Source: an optimization exercise on an open RTL-to-GDS flow (aim: small area). Production flows keep margins and buffers that such runs may drop. Function was checked by simulation only, so behaviour that the tests miss may differ from the original. Power is estimated from default activity; no workload was simulated.

==> flow/design.v (excerpt) <==
module car(
	input        clk,
	input        rst,
	input        left_echo,
	input        right_echo,
	input        mid_echo,
	input  [3:0] switch,
	input  [3:0] fire,
	output       left_trig,
	output       right_trig,
	output       mid_trig,
	output       left_pwm,
	output       right_pwn,
	output       duoji,
	output [3:0] select,
	output [7:0] digit,
	output [3:0] pin_name1,
	output [7:0] pin_name2,
	output [3:0] pin_name3,
	output [7:0] pin_name4,
	output [3:0] out1,
	output [3:0] out2
);
reg [5:0]  c64;
reg [2:0]  c5;
always @(posedge clk)
	if (rst) begin
		c64 <= 6'd0;
		c5  <= 3'b000;
	end else begin
		c64 <= c64 + 6'd1;
		c5  <= {c5[1] & c5[0], c5[0], ~c5[2]};
	end
wire       en62 = (c64[2:0] == 3'd1) & (c5 == 3'b011);   
reg [18:0] b19;
wire       bmatch = ({b19[18:3], b19[1:0]} == {16'ha502, 2'b01});
wire       bwrap  = bmatch & ~b19[2];              
wire       b624   = bmatch &  b19[2];              
always @(posedge clk)
	if (rst | bwrap) b19 <= 19'h1dbb2;
	else             b19 <= {~b19[17:0], ~(b19[18] ^ b19[5] ^ b19[1] ^ b19[0])};
reg        trig;
wire       twrap = bwrap & (c64 == 6'd63);         
wire       tfall = b624  & (c64 == 6'd48);         
always @(posedge clk)
	if (rst)        trig <= 1'b0;
	else if (twrap) trig <= 1'b1;
	else if (tfall) trig <= 1'b0;
assign left_trig  = trig;
assign right_trig = trig;
assign mid_trig   = trig;
reg [14:0] d15;
wire       dwrap  = (d15 == 15'h06bb);             
wire       endisp = dwrap & ~c64[0];
always @(posedge clk)
	if (rst | dwrap) d15 <= 15'h0;
	else             d15 <= {~d15[13:0], d15[14] ^ d15[13]};
reg [1:0] cur;
reg       valid;
always @(posedge clk)
	if (rst) begin
		cur   <= 2'd3;
		valid <= 1'b0;
	end else if (endisp) begin
		cur   <= cur + 2'd1;
		valid <= 1'b1;
	end
wire latch = endisp & (cur == 2'd2);
wire [3:0] oh = valid ? (4'b0001 << cur) : 4'b0000;
wire l_lt, l_eq, r_lt, r_eq, m_lt, m_eq;
ultrasonic_new inst8(
  ...
export LEC_CHECK = 0
export CAP_MARGIN = 20
export CORE_MARGIN = 2
export CORE_UTILIZATION = 60
export GPL_TIMING_DRIVEN = 0
export SLEW_MARGIN = 20
create_clock -name core_clock -period 20.0 [get_ports {clk}]
standard.sh (not shown) runs the stock make flow with config.mk's settings and CLKGATE_MAP_FILE= SYNTH_SCRIPT=/design/flow/synth_recipe.tcl, a recipe that flattens the netlist after the stock synthesis.
==> flow/flow/run.sh <==
#!/bin/bash
# Own layout flow: the standard synthesis; then the combinational logic
# between the (unchanged) registers is re-mapped by ABC for area (several
# ABC runs in parallel, the smallest result kept); then the standard ORFS
# layout steps with 1x port buffers, no tie-cell fanout repair and the
# clock tree settings in cts.args. Each tool's output goes to a log file here.
set -euo pipefail
W=$(pwd)
R=$W/orfs/results/$FLOW_PLATFORM/car/base
LIB=$FLOW_HOME/platforms/$FLOW_PLATFORM/lib/sky130_fd_sc_hd__tt_025C_1v80.lib

# 1. standard synthesis
bash standard.sh synth > $W/flow_synth.log 2>&1

# 2. area re-mapping of the logic; registers and tie cells are kept as they are
DU=$(sed -n '/^export DONT_USE_CELLS/,/^$/p' $FLOW_HOME/platforms/$FLOW_PLATFORM/config.mk \
     | tr -d '\\' | tr ' \t' '\n\n' | grep '^sky130' | sed 's/^/-dont_use /' | tr '\n' ' ')
cp $R/1_2_yosys.v $W/std_synth.v
NR=8
remap_one() {
  local i=$1
  if [[ $i == 0 ]]; then cp $W/flow/area_fast.abc $W/area_$i.abc
  else sed "s/@SEED@/$i/" $W/flow/area.abc > $W/area_$i.abc; fi
  cat > $W/remap_$i.ys <<EOT
read_liberty -ignore_miss_func $LIB
blackbox sky130_fd_sc_hd__df* sky130_fd_sc_hd__conb_1
read_verilog $W/std_synth.v
hierarchy -top $FLOW_TOP
flatten
delete t:\$scopeinfo
opt_clean
opt
abc -script $W/area_$i.abc -liberty $LIB $DU
opt_clean -purge
read_liberty -lib -overwrite $LIB
hilomap -singleton -hicell sky130_fd_sc_hd__conb_1 HI -locell sky130_fd_sc_hd__conb_1 LO
splitnets
opt_clean -purge
tee -o $W/remap_stat_$i.txt stat -liberty $LIB
check -assert -mapped
write_verilog -noattr -nohex -nodec $W/remap_$i.v
EOT
  yosys -s $W/remap_$i.ys > $W/flow_remap_$i.log 2>&1 || true
}
# ABC runs, four at a time (run 0 is a quick fixed script, the others use
# &deepsyn with different seeds)
for wave in "0 1 2 3" "4 5 6 7"; do
  for i in $wave; do remap_one $i & done
  wait
done
best=""; barea=""
for i in $(seq 0 $((NR-1))); do
  if [[ -s $W/remap_$i.v ]] && grep -q "Chip area" $W/remap_stat_$i.txt; then
    a=$(grep "Chip area" $W/remap_stat_$i.txt | awk '{print $NF}')
    echo "remap $i: $a" >> $W/remap_choice.txt
    if [[ -z "$best" ]] || awk -v a="$a" -v b="$barea" 'BEGIN{exit !(a<b)}'; then best=$i; barea=$a; fi
  fi
done
echo "kept remap $best ($barea)" >> $W/remap_choice.txt
cp $W/remap_$best.v $R/1_2_yosys.v
touch $R/1_2_yosys.v

# 3. layout
export BUFFER_PORTS_ARGS="-buffer_cell sky130_fd_sc_hd__buf_1"
export SKIP_REPAIR_TIE_FANOUT=1
export CTS_ARGS="$(cat $W/flow/cts.args)"
bash standard.sh finish > $W/flow_finish.log 2>&1
==> flow/flow/cts.args <==
-sink_clustering_enable -repair_clock_nets -dont_use_dummy_load -buf_list sky130_fd_sc_hd__clkbuf_4 -sink_clustering_size 12 -sink_clustering_max_diameter 40
Other scripts of this flow, unchanged in this note and not shown: flow/flow/area.abc, flow/flow/area_fast.abc
Then changed:
--- a/flow/flow/run.sh
+++ b/flow/flow/run.sh
@@ -19 +19 @@
-NR=8
+NR=12
@@ -47 +47 @@
-for wave in "0 1 2 3" "4 5 6 7"; do
+for wave in "0 1 2 3" "4 5 6 7" "8 9 10 11"; do
==> flow/flow/cts.args (replaced) <==
-sink_clustering_enable -repair_clock_nets -dont_use_dummy_load -buf_list sky130_fd_sc_hd__clkbuf_4 -sink_clustering_size 10 -sink_clustering_max_diameter 40
Outcome:
- hold slack degrades by 0.031 ns
- via count stays flat
- power grows slightly
- first-iteration DRC count is higher by a few percent
- fmax fell slightly

-- static timing again, ports no longer ideal --
Ports are ideal in the flow. The routed layouts listed here were re-timed in OpenROAD. Step 1: set_driving_cell puts a clkbuf_16 on clk and a buf_2 on each other input, an assumption about the parent block. Step 2 also shifts input and output timing later by t, the mid clock arrival at the registers, as if the neighbouring blocks saw the same clock. Slacks: ideal ports / drivers / drivers and shift; pairs: ideal ports / drivers.
| run | t (ns) | slack for setup (ns) | hold slack, ns | worst setup path after step 2 | clock arrival spread, ns |
|---|---|---|---|---|---|
| the first run | 0.652 | 12.517 / 12.478 / 13.059 | 0.396 / 0.396 / 0.396 | input to register | 0.064 / 0.064 |
| the second run | 0.654 | 12.416 / 12.381 / 13.036 | 0.366 / 0.366 / 0.366 | register to output | 0.095 / 0.095 |
After both steps setup and hold are still met in every run listed.
